Background: an optimization exercise with open tools, aiming at small area, a short achievable clock period and few clock cycles. Do not read the settings as production practice. The RTL was checked by simulation tests, not by an equivalence proof against the original design.

==> design.v <==
`timescale 1ns / 1ps
module KeyGen(KeyGen_STATE, KeyGen_CNT, clk, reset, start, TRNG_ready, TRNG_in, Gaussian_ready, Gaussian_in, pub_key_a, pub_key_b, sec_key_s, key_ready);
parameter [13:0] p = 97; 
parameter N = 16;
parameter N_inv = 91;  
parameter logP = $clog2(p);  
parameter logN = $clog2(N);  
parameter IDLE = 0;
parameter RCV = 1; 
parameter STR_a = 2;         
parameter STR_s = 3;         
parameter STR_e = 4;        
parameter NTT_a = 5;         
parameter NTT_s = 6;         
parameter DOT_MUL_as = 7;    
parameter iNTT_as = 8;       
parameter iNWC_as = 9;       
parameter ADD_ase = 10;      
parameter KEY_OUT = 11;      
input clk, start, reset;
input TRNG_ready, Gaussian_ready;  
input [logP-1:0] TRNG_in;
input [logP-1:0] Gaussian_in;
output reg [logP-1:0] pub_key_a, pub_key_b; 
output reg [logP-1:0] sec_key_s;
output reg key_ready;
output [3:0] KeyGen_STATE;                                                                                                                                                                                                                                                                                                                                                                                                                                                                                                                                                                         
output [logN-1:0] KeyGen_CNT;   
reg [logP-1:0] reg_a [0:N-1];
reg [logP-1:0] reg_s [0:N-1];
reg [logP-1:0] reg_e [0:N-1];
reg [logP-1:0] temp;
reg [logP-1:0] reg_as [0:N-1];
reg [logP-1:0] reg_b [0:N-1];
reg [logP-1:0] phi [0:N-1];
reg [logP-1:0] iphi [0:N-1];     
reg [3:0] STATE;
reg [logN-1:0] CNT;
wire [logN:0] CNT_Add_One;
wire [logN-1:0] CNT_tmp;
reg a_ready, s_ready, e_ready, as_ready;
reg [2*logP-1:0] x;
wire [logN-1:0] TNC;
function [logN-1:0] BitReverse;
	input [logN-1:0] CNT;
	integer i;
	begin
		for (i=0; i<logN; i=i+1)		
			BitReverse[logN-1-i] = CNT[i];
	end
endfunction
assign KeyGen_STATE = STATE;
assign KeyGen_CNT = CNT;
assign TNC = BitReverse(CNT);
assign CNT_Add_One = CNT + 1;
assign CNT_tmp = CNT_Add_One[logN-1:0];
reg [logP-1:0] w [0:N-1];
reg [logP-1:0] iw [0:N-1];   
reg [logN:0] STAGE;          
wire [logN-1:0] k_sft; 
wire [logN-2:0] k;  
wire [logN-1:0] CNT_h;
wire [logP-1:0] VAR_a, VAR_s, VAR_as; 
assign CNT_h = CNT ^ (1 << STAGE);  
assign k_sft = (STAGE == 0) ? 0 : (CNT << (logN-STAGE)); 
assign k = k_sft[logN-1:1];
assign VAR_a = (CNT[STAGE]==0) ? (reg_a[CNT_h]*w[k])%p : 0;  
assign VAR_s = (CNT[STAGE]==0) ? (reg_s[CNT_h]*w[k])%p : 0;  
assign VAR_as = (CNT[STAGE]==0) ? (reg_as[CNT_h]*iw[k])%p : 0;  
always @ (posedge clk)
begin
    if(reset)
    begin
        pub_key_a <= 0; 
        pub_key_b <= 0;
        sec_key_s <= 0;
        key_ready <= 0;
        CNT <= 0;
        STAGE <= 0;
        STATE <= 0;
        a_ready <= 0;
        s_ready <= 0;
        e_ready <= 0;
        as_ready <= 0;
        x <= 0;
    end    
    else 
    case (STATE)
        IDLE:  
        begin
            if (start)
            begin
                if (N == 16)
                begin
                    phi[0] <= 1; phi[1] <= 28; phi[2] <= 8; phi[3] <= 30; phi[4] <= 64; phi[5] <= 46; phi[6] <= 27; phi[7] <= 77; 
                    phi[8] <= 22; phi[9] <= 34; phi[10] <= 79; phi[11] <= 78; phi[12] <= 50; phi[13] <= 42; phi[14] <= 12; phi[15] <= 45;
                    iphi[0] <= 1; iphi[1] <= 52; iphi[2] <= 85; iphi[3] <= 55; iphi[4] <= 47; iphi[5] <= 19; iphi[6] <= 18; iphi[7] <= 63; 
                    iphi[8] <= 75; iphi[9] <= 20; iphi[10] <= 70; iphi[11] <= 51; iphi[12] <= 33; iphi[13] <= 67; iphi[14] <= 89; iphi[15] <= 69;
                end
                if (N == 16)
                begin
                    w[0] <= 1; w[1] <= 8; w[2] <= 64; w[3] <= 27; w[4] <= 22; w[5] <= 79; w[6] <= 50; w[7] <= 12; 
                    iw[0] <= 1; iw[1] <= 85; iw[2] <= 47; iw[3] <= 18; iw[4] <= 75; iw[5] <= 70; iw[6] <= 33; iw[7] <= 89; 
                end
                STAGE <= 0;
                CNT <= 0;
                a_ready <= 0;
                s_ready <= 0;
                e_ready <= 0;
                as_ready <= 0;
                key_ready <= 0;
                STATE <= RCV;                           
            end
            else  
                STATE <= IDLE;
        end  
        RCV:  
        begin
            if (a_ready && s_ready && e_ready)  
            begin
                STAGE <= 0;
                CNT <= 0;
                STATE <= NTT_a;
            end
            else if (TRNG_ready && !a_ready)
                STATE <= STR_a;
            else if (Gaussian_ready && !s_ready)
                  STATE <= STR_s;
            else if (Gaussian_ready && !e_ready)
                STATE <= STR_e;
            else
                STATE <= RCV;
        end  
        STR_a:  
        begin
            if (CNT < N)
            begin
                reg_a[TNC] <= (TRNG_in * phi[CNT]) % p; 
                CNT <= CNT + 1'b1;
                if (CNT == N-1)
                begin
                    a_ready <= 1;
                    CNT <= 0;
                    STATE <= RCV;
                end
            end  
        end  
        STR_s:  
        begin
            if (CNT < N)
            begin
                reg_s[TNC] <= (Gaussian_in * phi[CNT]) % p; 
                CNT <= CNT + 1'b1;
                if (CNT == N-1)
                begin
                    s_ready <= 1;
                    CNT <= 0;
                    STATE <= RCV;
                end
            end  
        end  
        STR_e:  
        begin
            if (CNT < N)
            begin 
                reg_e[CNT] <= Gaussian_in; 
                CNT <= CNT + 1'b1;
                if (CNT == N-1)
                begin
                    e_ready <= 1;
                    CNT <= 0;
                    STATE <= RCV;
                end
            end  
        end  
        NTT_a:  
        begin
            if (STAGE < logN)
            begin
                if (CNT < N)
                begin
                    CNT <= CNT + 1'b1;
                    if (CNT == N-1)  
                        STAGE <= STAGE + 1'b1;
                    if (CNT[STAGE] == 0)
                    begin
                        reg_a[CNT_h] <= (reg_a[CNT] >= VAR_a) ? (reg_a[CNT] - VAR_a) : (p - VAR_a + reg_a[CNT]);  
                        reg_a[CNT]   <= (reg_a[CNT] + VAR_a < p) ? (reg_a[CNT] + VAR_a) : (reg_a[CNT] + VAR_a - p);  
                    end
                end  
            end  
            else if (STAGE == logN)  
            begin
                CNT <= 0;
                STAGE <= 0;
                STATE <= NTT_s;
            end  
        end  
        NTT_s:  
        begin
            if (STAGE < logN)
            begin
                if (CNT < N)
                begin
                    CNT <= CNT + 1'b1;
                    if (CNT == N-1)  
                        STAGE <= STAGE + 1'b1;
                    if (CNT[STAGE] == 0)
                    begin
                        reg_s[CNT_h] <= (reg_s[CNT] >= VAR_s) ? (reg_s[CNT] - VAR_s) : (p - VAR_s + reg_s[CNT]);  
                        reg_s[CNT]   <= (reg_s[CNT] + VAR_s < p) ? (reg_s[CNT] + VAR_s) : (reg_s[CNT] + VAR_s - p);  
                    end
                end  
            end  
            else if (STAGE == logN)  
            begin
                CNT <= 0;
                STAGE <= 0;
                STATE <= DOT_MUL_as;
            end  
        end  
        DOT_MUL_as:  
        begin
            if (CNT < N)
            begin  
                reg_as[TNC] <= (reg_a[CNT] * reg_s[CNT]) % p; 
                CNT <= CNT + 1'b1;
                if (CNT == N-1)
                begin
                    as_ready <= 1;
                    CNT <= 0;
                    STATE <= iNTT_as;
                end
            end  
        end  
        iNTT_as:  
        begin
            if (STAGE < logN)
            begin
                if (CNT < N)
                begin
                    CNT <= CNT + 1'b1;
                    if (CNT == N-1)  
                        STAGE <= STAGE + 1'b1;
                    if (CNT[STAGE] == 0)
                    begin
                        reg_as[CNT_h] <= (reg_as[CNT] >= VAR_as) ? (reg_as[CNT] - VAR_as) : (p - VAR_as + reg_as[CNT]);  
                        reg_as[CNT]   <= (reg_as[CNT] + VAR_as < p) ? (reg_as[CNT] + VAR_as) : (reg_as[CNT] + VAR_as - p);  
                    end
                end  
            end  
            else if (STAGE == logN)  
            begin
                CNT <= 0;
                STAGE <= 0;
                STATE <= iNWC_as;
            end  
        end  
        iNWC_as:  
        begin
            if (CNT < N)
            begin  
                reg_as[CNT] <= (reg_as[CNT] * N_inv * iphi[CNT]) % p;  
                CNT <= CNT + 1'b1;
                if (CNT == N-1)
                begin
                    STATE <= ADD_ase;
                end
            end  
        end  
        ADD_ase:  
        begin
            if (CNT < N)  
            begin  
                reg_b[CNT] <= (reg_as[CNT] + temp < p) ? (reg_as[CNT] + temp) : (reg_as[CNT] + temp - p);
                CNT <= CNT + 1'b1;
                if (CNT == N-1)
                begin
                    CNT <= 0;
                    key_ready <= 1;                    
                    STATE <= KEY_OUT;
                end
            end  
        end  
        KEY_OUT:  
        begin
            if (CNT < N)
            begin
                CNT <= CNT + 1'b1;
                pub_key_a <= reg_a[CNT];  
                pub_key_b <= reg_b[CNT];  
                sec_key_s <= reg_s[CNT];  
                if (CNT == N-1)
                begin
                    CNT <= 0;
                    STATE <= IDLE;
                end 
            end  
        end  
    endcase
end  
always @ (posedge clk)
begin
    temp <= reg_e[CNT_tmp]; 
end
endmodule
`timescale 1ns / 1ps
module Enc(Enc_STATE, Enc_CNT, clk, reset, start, Gaussian_ready, Gaussian_in, key_ready, pub_key_a, pub_key_b, message, msg_ready, cipher_c0, cipher_c1, cipher_ready);
parameter [13:0] p = 97; 
parameter N = 16;
parameter N_inv = 91;  
parameter [13:0] t = (p-1) / 2; 		 
parameter logP = $clog2(p);  
parameter logN = $clog2(N);  
parameter IDLE = 0;
parameter RCV = 1; 
parameter STR_r0 = 2;         
parameter STR_r1 = 3;        
parameter STR_r2 = 4;        
parameter NTT_r0 = 5;         
parameter ADD_r2tm = 6;       
parameter STR_ab = 7;         
parameter iNTT_ar0 = 8;       
parameter iNWC_ar0 = 9;       
parameter ADD_ar0r1 = 10;     
parameter NTT_b = 11;         
parameter DOT_MUL_br0 = 12;   
parameter iNTT_br0 = 13;      
parameter iNWC_br0 = 14;      
parameter ADD_br0r2tm = 15;     
parameter CIPHER_OUT = 16;    
input clk, start, reset;
input Gaussian_ready;  
input key_ready;  
input msg_ready;  
input [logP-1:0] pub_key_a;
input [logP-1:0] pub_key_b;
input [N-1:0] message;   
input [logP-1:0] Gaussian_in;
output reg [logP-1:0] cipher_c0, cipher_c1; 
output reg cipher_ready;
output [4:0] Enc_STATE;
output [logN-1:0] Enc_CNT;
reg [logP-1:0] reg_b [0:N-1];
reg [logP-1:0] reg_r0 [0:N-1];
reg [logP-1:0] reg_r1 [0:N-1];
reg [logP-1:0] temp;
reg [logP-1:0] reg_r2 [0:N-1];
reg [logP-1:0] reg_ar0 [0:N-1];
reg [logP-1:0] reg_br0 [0:N-1];
reg [logP-1:0] reg_c0 [0:N-1];
reg [logP-1:0] reg_c1 [0:N-1];
reg [logP-1:0] phi [0:N-1];
reg [logP-1:0] iphi [0:N-1];     
reg [4:0] STATE;
reg [logN-1:0] CNT;
wire [logN:0] CNT_Add_One;
wire [logN-1:0] CNT_tmp;
reg r0_ready, r1_ready, r2_ready, WAIT_key;
wire [logN-1:0] TNC;
function [logN-1:0] BitReverse;
	input [logN-1:0] CNT;
	integer i;
	begin
		for (i=0; i<logN; i=i+1)		
			BitReverse[logN-1-i] = CNT[i];
	end
endfunction
assign Enc_STATE = STATE; 
assign Enc_CNT = CNT;
assign TNC = BitReverse(CNT);
assign CNT_Add_One = CNT + 1;
assign CNT_tmp = CNT_Add_One[logN-1:0];
reg [logP-1:0] w [0:N-1];
reg [logP-1:0] iw [0:N-1];   
reg [logN:0] STAGE;          
wire [logN-1:0] k_sft; 
wire [logN-2:0] k;  
wire [logN-1:0] CNT_h;
wire [logP-1:0] VAR_r0, VAR_b, VAR_ar0, VAR_br0; 
assign CNT_h = CNT ^ (1 << STAGE);  
assign k_sft = (STAGE == 0) ? 0 : (CNT << (logN-STAGE)); 
assign k = k_sft[logN-1:1];
assign VAR_r0 = (CNT[STAGE]==0) ? (reg_r0[CNT_h]*w[k])%p : 0;  
assign VAR_b = (CNT[STAGE]==0) ? (reg_b[CNT_h]*w[k])%p : 0;  
assign VAR_ar0 = (CNT[STAGE]==0) ? (reg_ar0[CNT_h]*iw[k])%p : 0;  
assign VAR_br0 = (CNT[STAGE]==0) ? (reg_br0[CNT_h]*iw[k])%p : 0;  
always @ (posedge clk)
begin
    if(reset)
    begin
        cipher_c0 <= 0; 
        cipher_c1 <= 0;
        cipher_ready <= 0;
        CNT <= 0;
        STAGE <= 0;
        STATE <= 0;
        r0_ready <= 0;
        r1_ready <= 0;
        r2_ready <= 0;
        WAIT_key <= 0;
    end    
    else 
        case (STATE)
            IDLE:  
            begin
                if (start)
                begin
                    if (N == 16)
                    begin
                        phi[0] <= 1; phi[1] <= 28; phi[2] <= 8; phi[3] <= 30; phi[4] <= 64; phi[5] <= 46; phi[6] <= 27; phi[7] <= 77; 
                        phi[8] <= 22; phi[9] <= 34; phi[10] <= 79; phi[11] <= 78; phi[12] <= 50; phi[13] <= 42; phi[14] <= 12; phi[15] <= 45;
                        iphi[0] <= 1; iphi[1] <= 52; iphi[2] <= 85; iphi[3] <= 55; iphi[4] <= 47; iphi[5] <= 19; iphi[6] <= 18; iphi[7] <= 63; 
                        iphi[8] <= 75; iphi[9] <= 20; iphi[10] <= 70; iphi[11] <= 51; iphi[12] <= 33; iphi[13] <= 67; iphi[14] <= 89; iphi[15] <= 69;
                    end
                    if (N == 16)
                    begin
                        w[0] <= 1; w[1] <= 8; w[2] <= 64; w[3] <= 27; w[4] <= 22; w[5] <= 79; w[6] <= 50; w[7] <= 12; 
                        iw[0] <= 1; iw[1] <= 85; iw[2] <= 47; iw[3] <= 18; iw[4] <= 75; iw[5] <= 70; iw[6] <= 33; iw[7] <= 89; 
                    end
                    STAGE <= 0;
                    CNT <= 0;
                    r0_ready <= 0;
                    r1_ready <= 0;
                    r2_ready <= 0;
                    cipher_ready <= 0;
                    WAIT_key <= 0;  
                    STATE <= RCV;                           
                end
                else  
                    STATE <= IDLE;
            end  
            RCV:  
            begin
                if (key_ready && r0_ready && r1_ready && r2_ready && WAIT_key)
                begin
                    CNT <= 0;
                    STAGE <= 0;
                    STATE <= STR_ab;
                end
                else if (r0_ready && r1_ready && r2_ready && (!WAIT_key))  
                begin
                    STAGE <= 0;
                    CNT <= 0;
                    STATE <= NTT_r0;  
                end
                else if (Gaussian_ready && !r0_ready)
                    STATE <= STR_r0;
                else if (Gaussian_ready && !r1_ready)
                    STATE <= STR_r1;
                else if (Gaussian_ready && !r2_ready)
                    STATE <= STR_r2;
                else
                    STATE <= RCV;
            end  
            STR_r0:  
            begin
                if (CNT < N)
                begin
                    reg_r0[TNC] <= (Gaussian_in * phi[CNT]) % p; 
                    CNT <= CNT + 1'b1;
                    if (CNT == N-1)
                    begin
                        r0_ready <= 1;
                        CNT <= 0;
                        STATE <= RCV;
                    end
                end  
            end  
            STR_r1:  
            begin
                if (CNT < N)
                begin 
                    reg_r1[CNT] <= Gaussian_in; 
                    CNT <= CNT + 1'b1;
                    if (CNT == N-1)
                    begin
                        r1_ready <= 1;
                        CNT <= 0;
                        STATE <= RCV;
                    end
                end  
            end  
            STR_r2:  
            begin
                if (CNT < N)
                begin 
                    reg_r2[CNT] <= Gaussian_in; 
                    CNT <= CNT + 1'b1;
                    if (CNT == N-1)
                    begin
                        r2_ready <= 1;
                        CNT <= 0;
                        STATE <= RCV;
                    end
                end  
            end  
            NTT_r0:  
            begin
                if (STAGE < logN)
                begin
                    if (CNT < N)
                    begin
                        CNT <= CNT + 1'b1;
                        if (CNT == N-1)  
                            STAGE <= STAGE + 1'b1;
                        if (CNT[STAGE] == 0)
                        begin
                            reg_r0[CNT_h] <= (reg_r0[CNT] >= VAR_r0) ? (reg_r0[CNT] - VAR_r0) : (p - VAR_r0 + reg_r0[CNT]);  
                            reg_r0[CNT]   <= (reg_r0[CNT] + VAR_r0 < p) ? (reg_r0[CNT] + VAR_r0) : (reg_r0[CNT] + VAR_r0 - p);  
                        end
                    end  
                end  
                else if (STAGE == logN)  
                begin
                    CNT <= 0;
                    STAGE <= 0;
                    STATE <= ADD_r2tm;
                end  
            end  
            ADD_r2tm:  
            begin                
                if(msg_ready)    
                begin
                    if (CNT < N)
                    begin
                        reg_r2[CNT] <= (message[CNT] == 1) ? ((reg_r2[CNT] + t < p) ? (reg_r2[CNT] + t) : (reg_r2[CNT] + t - p)) : reg_r2[CNT];  
                        CNT <= CNT + 1'b1;
                        if (CNT == N-1)
                        begin
                            CNT <= 0;
                            STATE <= RCV;  
                            WAIT_key <= 1;  
                        end
                    end  
                end  
                else
                    STATE <= ADD_r2tm; 
            end  
            STR_ab:  
            begin
                if (CNT < N)
                begin
                    reg_b[TNC] <= (pub_key_b * phi[CNT]) % p;
                    reg_ar0[TNC] <= (pub_key_a * reg_r0[CNT]) % p;  
                    CNT <= CNT + 1'b1;
                    if (CNT == N-1)
                    begin
                        CNT <= 0;
                        STATE <= iNTT_ar0;
                    end
                end  
            end  
            iNTT_ar0:  
            begin
                if (STAGE < logN)
                begin
                    if (CNT < N)
                    begin
                        CNT <= CNT + 1'b1;
                        if (CNT == N-1)  
                        STAGE <= STAGE + 1'b1;
                        if (CNT[STAGE] == 0)
                        begin
                            reg_ar0[CNT_h] <= (reg_ar0[CNT] >= VAR_ar0) ? (reg_ar0[CNT] - VAR_ar0) : (p - VAR_ar0 + reg_ar0[CNT]);  
                            reg_ar0[CNT]   <= (reg_ar0[CNT] + VAR_ar0 < p) ? (reg_ar0[CNT] + VAR_ar0) : (reg_ar0[CNT] + VAR_ar0 - p);  
                        end
                    end  
                end  
                else if (STAGE == logN)  
                begin
                    CNT <= 0;
                    STAGE <= 0;
                    STATE <= iNWC_ar0;
                end  
            end  
            iNWC_ar0:  
            begin
                if (CNT < N)
                begin  
                    reg_ar0[CNT] <= (reg_ar0[CNT] * N_inv * iphi[CNT]) % p;  
                    CNT <= CNT + 1'b1;
                    if (CNT == N-1)
                    begin
                        CNT <= 0;
                        STATE <= ADD_ar0r1;
                    end
                end  
            end  
            ADD_ar0r1:  
            begin
                if (CNT < N)  
                begin  
                    reg_c1[CNT] <= (reg_ar0[CNT] + temp < p) ? (reg_ar0[CNT] + temp) : (reg_ar0[CNT] + temp - p);  
                    CNT <= CNT + 1'b1;
                    if (CNT == N-1)
                    begin
                       CNT <= 0;                    
                       STATE <= NTT_b;
                    end
                end  
            end  
            NTT_b:  
            begin
                if (STAGE < logN)
                begin
                    if (CNT < N)
                    begin
                        CNT <= CNT + 1'b1;
                        if (CNT == N-1)  
                            STAGE <= STAGE + 1'b1;
                        if (CNT[STAGE] == 0)
                        begin
                            reg_b[CNT_h] <= (reg_b[CNT] >= VAR_b) ? (reg_b[CNT] - VAR_b) : (p - VAR_b + reg_b[CNT]);  
                            reg_b[CNT]   <= (reg_b[CNT] + VAR_b < p) ? (reg_b[CNT] + VAR_b) : (reg_b[CNT] + VAR_b - p);  
                        end
                    end  
                end  
                else if (STAGE == logN)  
                begin
                    CNT <= 0;
                    STAGE <= 0;
                    STATE <= DOT_MUL_br0;
                end  
            end  
            DOT_MUL_br0:  
            begin
                if (CNT < N)
                begin  
                    reg_br0[TNC] <= (reg_b[CNT] * reg_r0[CNT]) % p; 
                    CNT <= CNT + 1'b1;
                    if (CNT == N-1)
                    begin
                        CNT <= 0;
                        STATE <= iNTT_br0;
                    end
                end  
            end  
            iNTT_br0:  
            begin
                if (STAGE < logN)
                begin
                    if (CNT < N)
                    begin
                        CNT <= CNT + 1'b1;
                        if (CNT == N-1)  
                            STAGE <= STAGE + 1'b1;
                        if (CNT[STAGE] == 0)
                        begin
                            reg_br0[CNT_h] <= (reg_br0[CNT] >= VAR_br0) ? (reg_br0[CNT] - VAR_br0) : (p - VAR_br0 + reg_br0[CNT]);  
                            reg_br0[CNT]   <= (reg_br0[CNT] + VAR_br0 < p) ? (reg_br0[CNT] + VAR_br0) : (reg_br0[CNT] + VAR_br0 - p);  
                        end
                    end  
                end  
                else if (STAGE == logN)  
                begin
                    CNT <= 0;
                    STAGE <= 0;
                    STATE <= iNWC_br0;
                end  
            end  
            iNWC_br0:  
            begin
                if (CNT < N)
                begin  
                    reg_br0[CNT] <= (reg_br0[CNT] * N_inv * iphi[CNT]) % p;  
                    CNT <= CNT + 1'b1;
                    if (CNT == N-1)
                    begin
                        CNT <= 0;
                        STATE <= ADD_br0r2tm;
                    end
                end  
            end  
            ADD_br0r2tm:  
            begin
                if (CNT < N)  
                begin  
                    reg_c0[CNT] <= (reg_br0[CNT] + reg_r2[CNT] < p) ? (reg_br0[CNT] + reg_r2[CNT]) : (reg_br0[CNT] + reg_r2[CNT] - p);  
                    CNT <= CNT + 1'b1;
                    if (CNT == N-1)
                    begin
                        CNT <= 0;
                        cipher_ready <= 1;                 
                        STATE <= CIPHER_OUT;
                    end
                end  
            end  
            CIPHER_OUT:  
            begin
                if (CNT < N)
                begin
                    CNT <= CNT + 1'b1;
                    cipher_c0 <= reg_c0[CNT];  
                    cipher_c1 <= reg_c1[CNT];  
                    if (CNT == N-1)
                    begin
                        CNT <= 0;
                        STATE <= IDLE;
                    end 
                end  
            end  
        endcase
end   
always @ (posedge clk)
begin
    temp <= reg_r1[CNT_tmp]; 
end
endmodule
`timescale 1ns / 1ps
module Dec(clk, reset, start, cipher_ready, c0_in, c1_in, sec_key_ready, sec_key_s, message_ready, message);
parameter [13:0] p = 97; 
parameter N = 16;
parameter N_inv = 91;  
parameter [13:0] t = (p-1) / 2; 		 
parameter [13:0] t_half = t/2;	     
parameter logP = $clog2(p);  
parameter logN = $clog2(N);  
parameter IDLE = 0;
parameter RCV = 1; 
parameter STR_s = 2;         
parameter STR_c0c1 = 3;    
parameter NTT_c1 = 4;        
parameter DOT_MUL_c1s = 5;   
parameter iNTT_c1s = 6;      
parameter iNWC_c1s = 7;      
parameter SUB_c0c1s = 8;     
parameter DIV_t = 9;     	 
parameter MSG_OUT = 10;      
input clk, start, reset;
input cipher_ready, sec_key_ready;  
input [logP-1:0] c0_in;
input [logP-1:0] c1_in;
input [logP-1:0] sec_key_s;
output reg [N-1:0] message;  
output reg message_ready;
reg [logP-1:0] reg_c0 [0:N-1];
reg [logP-1:0] reg_c1 [0:N-1];
reg [logP-1:0] reg_s [0:N-1];
reg [logP-1:0] reg_c1s [0:N-1];		 
reg [logP-1:0] reg_c0c1s [0:N-1]; 	 
reg [logP-1:0] temps;
reg [logP-1:0] tempc;
reg [logP-1:0] tempcs;
reg [3:0] STATE;
reg [logN-1:0] CNT;
wire [logN:0] CNT_Add_One;
wire [logN-1:0] CNT_tmp;
reg c0c1_ready, s_ready, c1s_ready;
function [logN-1:0] BitReverse;
	input [logN-1:0] CNT;
	integer i;
	begin
		for (i=0; i<logN; i=i+1)		
			BitReverse[logN-1-i] = CNT[i];
	end
endfunction
wire [logN-1:0] TNC;
assign TNC = BitReverse(CNT);
assign CNT_Add_One = CNT + 1;
assign CNT_tmp = CNT_Add_One[logN-1:0];
reg [logP-1:0] phi [0:N-1];
reg [logP-1:0] iphi [0:N-1];     
reg [logP-1:0] w [0:N-1];
reg [logP-1:0] iw [0:N-1];  	 
reg [logN:0] STAGE;         	 
wire [logN-1:0] k_sft; 
wire [logN-2:0] k; 				 
wire [logN-1:0] CNT_h;
wire [logP-1:0] VAR_c1, VAR_c1s; 
assign CNT_h = CNT ^ (1 << STAGE);  
assign k_sft = (STAGE == 0) ? 0 : (CNT << (logN-STAGE)); 
assign k = k_sft[logN-1:1];
assign VAR_c1 = (CNT[STAGE]==0) ? (reg_c1[CNT_h]*w[k])%p : 0;  
assign VAR_c1s = (CNT[STAGE]==0) ? (reg_c1s[CNT_h]*iw[k])%p : 0;  
always @ (posedge clk)
begin
    if(reset)
    begin
    	message <= 0;
        message_ready <= 0;
        CNT <= 0;
        STAGE <= 0;
        STATE <= 0;
        c0c1_ready <= 0; 
        s_ready <= 0;
        c1s_ready <= 0;
    end    
    else 
    case (STATE)
        IDLE:  
        begin
            if (start)
            begin
                if (N == 16)
                begin
                    phi[0] <= 1; phi[1] <= 28; phi[2] <= 8; phi[3] <= 30; phi[4] <= 64; phi[5] <= 46; phi[6] <= 27; phi[7] <= 77; 
                    phi[8] <= 22; phi[9] <= 34; phi[10] <= 79; phi[11] <= 78; phi[12] <= 50; phi[13] <= 42; phi[14] <= 12; phi[15] <= 45;
                    iphi[0] <= 1; iphi[1] <= 52; iphi[2] <= 85; iphi[3] <= 55; iphi[4] <= 47; iphi[5] <= 19; iphi[6] <= 18; iphi[7] <= 63; 
                    iphi[8] <= 75; iphi[9] <= 20; iphi[10] <= 70; iphi[11] <= 51; iphi[12] <= 33; iphi[13] <= 67; iphi[14] <= 89; iphi[15] <= 69;
                end
                if (N == 16)
                begin
                    w[0] <= 1; w[1] <= 8; w[2] <= 64; w[3] <= 27; w[4] <= 22; w[5] <= 79; w[6] <= 50; w[7] <= 12; 
                    iw[0] <= 1; iw[1] <= 85; iw[2] <= 47; iw[3] <= 18; iw[4] <= 75; iw[5] <= 70; iw[6] <= 33; iw[7] <= 89; 
                end
                STAGE <= 0;
                CNT <= 0;
        		c0c1_ready <= 0; 
        		s_ready <= 0;
        		c1s_ready <= 0;
        		message <= 0;
                message_ready <= 0;
                STATE <= RCV;                           
            end
            else  
                STATE <= IDLE;
        end  
        RCV:  
        begin
            if (c0c1_ready && s_ready)  
            begin
                STAGE <= 0;
                CNT <= 0;
                STATE <= NTT_c1;
            end
            else if (sec_key_ready && !s_ready)
                STATE <= STR_s;
            else if (cipher_ready && !c0c1_ready)
                STATE <= STR_c0c1;
            else
                STATE <= RCV;
        end  
        STR_s:  
        begin
            if (CNT < N)
            begin
                reg_s[CNT] <= sec_key_s; 
                CNT <= CNT + 1'b1;
                if (CNT == N-1)
                begin
                    s_ready <= 1;
                    CNT <= 0;
                    STATE <= RCV;
                end
            end  
        end  
        STR_c0c1:  
        begin
            if (CNT < N)
            begin
            	reg_c0[CNT] <= c0_in;
                reg_c1[TNC] <= (c1_in * phi[CNT]) % p; 
                CNT <= CNT + 1'b1;
                if (CNT == N-1)
                begin
                    c0c1_ready <= 1;
                    CNT <= 0;
                    STATE <= RCV;
                end
            end  
        end  
        NTT_c1:  
        begin
            if (STAGE < logN)
            begin
                if (CNT < N)
                begin
                    CNT <= CNT + 1'b1;
                    if (CNT == N-1)  
                        STAGE <= STAGE + 1'b1;
                    if (CNT[STAGE] == 0)
                    begin
                        reg_c1[CNT_h] <= (reg_c1[CNT] >= VAR_c1) ? (reg_c1[CNT] - VAR_c1) : (p - VAR_c1 + reg_c1[CNT]);  
                        reg_c1[CNT]   <= (reg_c1[CNT] + VAR_c1 < p) ? (reg_c1[CNT] + VAR_c1) : (reg_c1[CNT] + VAR_c1 - p);  
                    end
                end  
            end  
            else if (STAGE == logN)  
            begin
                CNT <= 0;
                STAGE <= 0;
                STATE <= DOT_MUL_c1s;
            end  
        end  
        DOT_MUL_c1s:  
        begin
            if (CNT < N)
            begin  
                reg_c1s[TNC] <= (reg_c1[CNT] * reg_s[CNT]) % p;  
                CNT <= CNT + 1'b1;
                if (CNT == N-1)
                begin
                    CNT <= 0;
                    STATE <= iNTT_c1s;
                end
            end  
        end  
        iNTT_c1s:  
        begin
            if (STAGE < logN)
            begin
                if (CNT < N)
                begin
                    CNT <= CNT + 1'b1;
                    if (CNT == N-1)  
                        STAGE <= STAGE + 1'b1;
                    if (CNT[STAGE] == 0)
                    begin
                        reg_c1s[CNT_h] <= (reg_c1s[CNT] >= VAR_c1s) ? (reg_c1s[CNT] - VAR_c1s) : (p - VAR_c1s + reg_c1s[CNT]);  
                        reg_c1s[CNT]   <= (reg_c1s[CNT] + VAR_c1s < p) ? (reg_c1s[CNT] + VAR_c1s) : (reg_c1s[CNT] + VAR_c1s - p);  
                    end
                end  
            end  
            else if (STAGE == logN)  
            begin
                CNT <= 0;
                STAGE <= 0;
                STATE <= iNWC_c1s;
            end  
        end  
        iNWC_c1s:  
        begin
            if (CNT < N)
            begin  
                reg_c1s[CNT] <= (reg_c1s[CNT] * N_inv * iphi[CNT]) % p;  
                CNT <= CNT + 1'b1;
                if (CNT == N-1)
                begin
                	c1s_ready <= 1;
                    CNT <= 0;
                    STATE <= SUB_c0c1s;
                end
            end  
        end  
        SUB_c0c1s:  
        begin
            if (CNT < N)  
            begin  
                reg_c0c1s[CNT] <= tempc - reg_c1s[CNT] + ((tempc >= reg_c1s[CNT]) ? 0 : p);  
                CNT <= CNT + 1'b1;
                if (CNT == N-1)
                begin
                    CNT <= 0;                 
                    STATE <= DIV_t;
                end
            end  
        end  
        DIV_t:
        begin
            if (CNT < N)  
            begin  
                CNT <= CNT + 1'b1;
                message[CNT] <= (((tempcs >= t) ? (tempcs - t) : (t - tempcs)) < t_half) ? 1 : 0;
                if (CNT == N-1)
                begin
                    CNT <= 0; 
                    message_ready <= 1;                
                    STATE <= IDLE;
                end
            end  
       	end  
    endcase
end  
always @ (posedge clk)
begin
    temps <= reg_s[CNT_tmp];
    tempc <= reg_c0[CNT_tmp];
    tempcs <= reg_c0c1s[CNT_tmp]; 
end
endmodule
`timescale 1ns / 1ps
module PKC_TOP_serial(  clk, reset, start,                                                               
                        KeyGen_TRNG_in, KeyGen_Gaussian_in, KeyGen_TRNG_take, KeyGen_Gaussian_take,      
                        Enc_Gaussian_in, Enc_Gaussian_take, message,                                     
                        dec_msg_ready, dec_message                                                       
                      );
parameter [13:0] p = 97; 
parameter N = 16;
parameter N_inv = 91;  
parameter logP = $clog2(p);  
parameter logN = $clog2(N);  
input clk, start, reset;
input [logP-1:0] KeyGen_TRNG_in, KeyGen_Gaussian_in;
input [logP-1:0] Enc_Gaussian_in;
input [N-1:0] message;
output [N-1:0] dec_message; 
output dec_msg_ready;
output KeyGen_TRNG_take, KeyGen_Gaussian_take, Enc_Gaussian_take;
wire key_ready, cipher_ready;
wire [logP-1:0] pub_key_a, pub_key_b, sec_key_s;
wire [logP-1:0] cipher_c0, cipher_c1;
wire [3:0] KeyGen_STATE;
wire [4:0] Enc_STATE;
wire [logN-1:0] KeyGen_CNT, Enc_CNT;
wire KeyGen_TRNG_ready = 1'b1;
wire KeyGen_Gaussian_ready = 1'b1;
wire Enc_Gaussian_ready = 1'b1;
wire msg_ready = 1'b1;
assign KeyGen_TRNG_take     = (KeyGen_STATE == 4'd2);
assign KeyGen_Gaussian_take = (KeyGen_STATE == 4'd3) || (KeyGen_STATE == 4'd4);
assign Enc_Gaussian_take    = (Enc_STATE == 5'd2) || (Enc_STATE == 5'd3) || (Enc_STATE == 5'd4);
KeyGen Alice_KeyGen (KeyGen_STATE, KeyGen_CNT, clk, reset, start, KeyGen_TRNG_ready, KeyGen_TRNG_in, KeyGen_Gaussian_ready, KeyGen_Gaussian_in, pub_key_a, pub_key_b, sec_key_s, key_ready);
Enc Bob_Enc (Enc_STATE, Enc_CNT, clk, reset, start, Enc_Gaussian_ready, Enc_Gaussian_in, key_ready, pub_key_a, pub_key_b, message, msg_ready, cipher_c0, cipher_c1, cipher_ready);
Dec Alice_Dec (clk, reset, start, cipher_ready, cipher_c0, cipher_c1, key_ready, sec_key_s, dec_msg_ready, dec_message);
endmodule
==> run.sh <==
#!/bin/bash
# synth_recipe.tcl (not shown) runs the flow's synth.tcl, then flattens the netlist and writes it again
# the make line also repeats each setting of config.mk as NAME=value (left out here)
make -C /OpenROAD-flow-scripts/flow DESIGN_CONFIG=/design/flow/config.mk WORK_HOME=/design/flow/orfs CLKGATE_MAP_FILE= SYNTH_SCRIPT=/design/flow/synth_recipe.tcl finish
==> config.mk <==
export PLATFORM = sky130hd
export DESIGN_NAME = PKC_TOP_serial
export DESIGN_NICKNAME = PKC_TOP_serial
export VERILOG_FILES = /design/flow/design.v
export SDC_FILE = /design/flow/constraint.sdc
export NUM_CORES = 4
export LEC_CHECK = 0
export CAP_MARGIN = 20
export CORE_MARGIN = 2
export CORE_UTILIZATION = 30
export SLEW_MARGIN = 20
==> constraint.sdc <==
create_clock -name core_clock -period 30.0 [get_ports {clk}]
set_input_delay 6.0000 -clock core_clock [delete_from_list [all_inputs] [get_ports {clk}]]
set_output_delay 6.0000 -clock core_clock [all_outputs]
set_load 0.01 [all_outputs]
==> results.txt <==
-- layout make-up --
cell class / count / area share
Multi-Input combinational cell: 16100 / 0.592
Sequential cell: 2159 / 0.283
Tap cell: 8997 / 0.0502
Clock buffer: 292 / 0.0280
Inverter: 1513 / 0.0253
Timing Repair Buffer: 425 / 0.0149
Clock inverter: 149 / 0.00699
Antenna cell: 13 / 0.000145
-- layout by cell type, fill, tap and decap left out, types with 131 or more instances in the layout --
cell / netlist / routed
nor2b_1: 139 / 137
o21ai_0: 813 / 750
o21ai_1: 109 / 151
inv_1: 1509 / 1509
mux4_2: 950 / 950
xnor2_1: 901 / 876
a211oi_1: 186 / 180
clkbuf_16: 0 / 238
xor2_1: 350 / 344
buf_4: 18 / 363
and3_1: 142 / 142
a21oi_1: 1149 / 1138
a21o_1: 242 / 242
or2_2: 131 / 131
a31oi_1: 288 / 288
nand2_1: 2139 / 2139
nor2_1: 1973 / 1959
edfxtp_1: 2016 / 2016
mux2i_1: 513 / 513
o21bai_1: 151 / 149
nand3_1: 370 / 370
o22ai_1: 180 / 176
o211ai_1: 171 / 171
nor3_1: 386 / 382
nand2b_1: 202 / 202
and2_1: 538 / 538
ha_1: 1250 / 1248
fa_1: 769 / 769
-- synth_stat cells, drive strengths merged (522+ instances only) --
cell	count
mux2i	522
o21ai	943
nor2	1979
nand2	2143
clkbuf	671
a21oi	1164
ha	1250
mux4	950
and2	548
xnor2	910
fa	769
inv	1509
edfxtp	2016
-- layer usage --
layer	track usage	vias up	routed length (um)
met3	0.0308	1169	52200
li1	-	75600	-
met5	0	-	155
met4	0.0584	24	24100
met1	0.229	81400	257000
met2	0.279	6383	283000
-- cells by family (layout without fill, tap and decap cells) --
family,count (synthesis),in the layout
buf+inv,2408,2379
xor+xnor,1263,1263
fa+ha+maj,2082,2082
mux,1542,1542
other cells,0,13
compound gates,4607,4607
flops,2159,2159
simple gates,6643,6643
-- how the worst min path moves through the flow --
stage                               from                    to  slack (ns)  cells after the start
finish              Alice_Dec.message[6]  Alice_Dec.message[6]        0.47                      2
global route        Alice_Dec.message[2]  Alice_Dec.message[2]        0.49                      2
CTS                 Alice_Dec.message[6]  Alice_Dec.message[6]        0.48                      2
detailed placement  Alice_KeyGen.e_ready  Alice_KeyGen.e_ready        0.46                      2
global placement    Alice_KeyGen.e_ready  Alice_KeyGen.e_ready        0.46                      2
floorplan           Bob_Enc.cipher_ready  Bob_Enc.cipher_ready        0.44                      2
-- worst max-delay path: cells and delay by family (launching register included) --
family	cells	cell delay [ns]
compound gates	29	8.44
simple gates	23	6.59
fa+ha+maj	12	4.95
mux	5	2.36
xor+xnor	5	1.46
buf+inv	8	1.38
flops	1	0.73
-- per-stage QoR --
| stage | area, um2 | hold slack (ns) | instances |
|---|---|---|---|
| after floorplan | 205000 | 0.435 | 20700 |
| after global placement | 216000 | 0.458 | 29200 |
| after detailed placement | 216000 | 0.465 | 29200 |
| after CTS | 224000 | 0.479 | 29700 |
| after global routing | 224000 | 0.492 | 29700 |
| final | 224000 | 0.472 | 29700 |
==> impl_results.md <==
- Status: finished clean
- Boundary Pins: 60
- Routed len/inst: 20.7 um
- Die area: 689000 um2
- Clock sinks: 2159
- Clock-pin slew on the worst setup and hold paths: 0.06 ns
- CP Capture Type: flop
- Setup bufs post-CTS: 0
- Die Y: 830 um
- Hold buffers post-CTS: 0
- Synth Flop Type: edfxtp_1
- Row count: 303
- Dpl hpwl: 458000 um
- Final Critical Period: 26.30 ns
- H-tree levels: 4
- Gate Count Post-Synth: 20700
- CTS Buffer Depth: 4
- Fmax: 0.0380 GHz
- Gpl congestion: 0.935
- Largest family of logic cells by synthesized area: adder cells
- Asr flop ratio synth: 0
- Initial antenna violation count: 26
- Max-slew violations: 0
- Least-Margin Pin Slew: 1.33 ns
- Largest net degree at the start of global routing: 96
- Total gr overflow: 0
- Setup tns final: 0 ns
- Crit Path Class: flop to flop
- Synth top area share: 0.296
- Detail Route Antenna Nets: 0
- Post_cts resized: 0
- Critical Path AT: 26.95 ns
- Syn Nets: 22800
- Layout Nets: 22500
- Max-Cap Viols: 0
- DRC marker count from the first detailed-route iteration: 16300
- Slew headroom: 0.104
- Post-synthesis xor/xnor area fraction: 0.0545
- Worst-Skew Late Latency: 1.04 ns
- CTS tree: yes
- Final setup fails: 0
- Synth area leader: edfxtp_1
- Chip width: 830 um
- Max Fanout on Critical Path: 31
- Layout fillers: 68800
- Reg-to-Reg End: Alice_Dec.reg_c1s[2][0]
- Crit path to: Alice_Dec.reg_c1s[2][0]
- Port buffer count: 59
- Main area contributors after synthesis: edfxtp_1 (30%), mux4_2 (10%), ha_1 (7.6%)
- Root buf cell: clkbuf_16
- Final setup margin: 3.70 ns
- Multi-input gate area: 133000 um2
- First-pass iteration count of the detailed router: 9
- Slowest stage delay, CP: 0.81 ns
- Simple-gate portion of the synthesized area: 0.151
- Complex-gate fraction of the synthesized area: 0.151
- Pre-CTS setup slack: 3.87 ns
- Final wirelength: 616000 um
- Storage cell area: 63400 um2
- Vias in the first global route: 160000
- CTS buffer count: 238
- Final hold violations: 0
- Post-synth EDFFs: 2016
- Crit path top cell by count: inv_1
- Yosys reg bits: 2159
- Drt via density: 5.54
- Post-layout util: 0.330
- Routed via count: 165000
- Synth Area in Adders: 0.155
- Crit path launch type: flop
- Worst Skew: 0.171 ns
- Synthesized area: 205000 um2
- Ys Warns: 351
- Yosys cell types: 159
- Hold WC Path Type: flop to flop
- Syn avg cell area: 9.89 um2
- Area growth syn-to-layout: 9.56%
- Layout cells sized above 1: 0.111
- Register area share after synthesis: 0.310
- FF-to-FF setup slack: 3.70 ns
- Starting Density: 0.301
- R2r worst-path depth: 82
- Multiplexer share of the synthesized area: 0.134
- RSZ-0062 raised after global routing: false
- Total Routing Usage GR: 0.171
- First-pass GRT wire length: 948000 um
- Slowest stage cell, crit path: mux2i_1
- Final period util: 0.877
- Critical Path RT: 30.66 ns
- Core Region: 681000 um2
- Drt drc: 0
Testbench counts, summed over its fixed seeds: cycles 51,200.

what the ideal ports hide:
No port has a modelled driver above. Below, the same layout with a new extraction and two added sets of constraints.
Step 1 assumes that a clkbuf_16 drives the clock port and a buf_2 every other input.
Step 2 also shifts input and output timing later by t, the mid clock arrival at the registers, as if the neighbouring blocks saw the same clock.
Three values: no drivers, after step 1, after step 2; two values: the first two.
shift t [ns]: 1.087
slack for setup (ns): 3.705 / 3.705 / 3.705
worst register clock-pin slew, ns: 0.09 / 0.09
worst slew at a driven data input, ns: 0.20
After both steps this run still meets setup and hold. For this run, drivers alone change the setup slack by 0.000 ns; drivers and shift together by 0.000 ns.
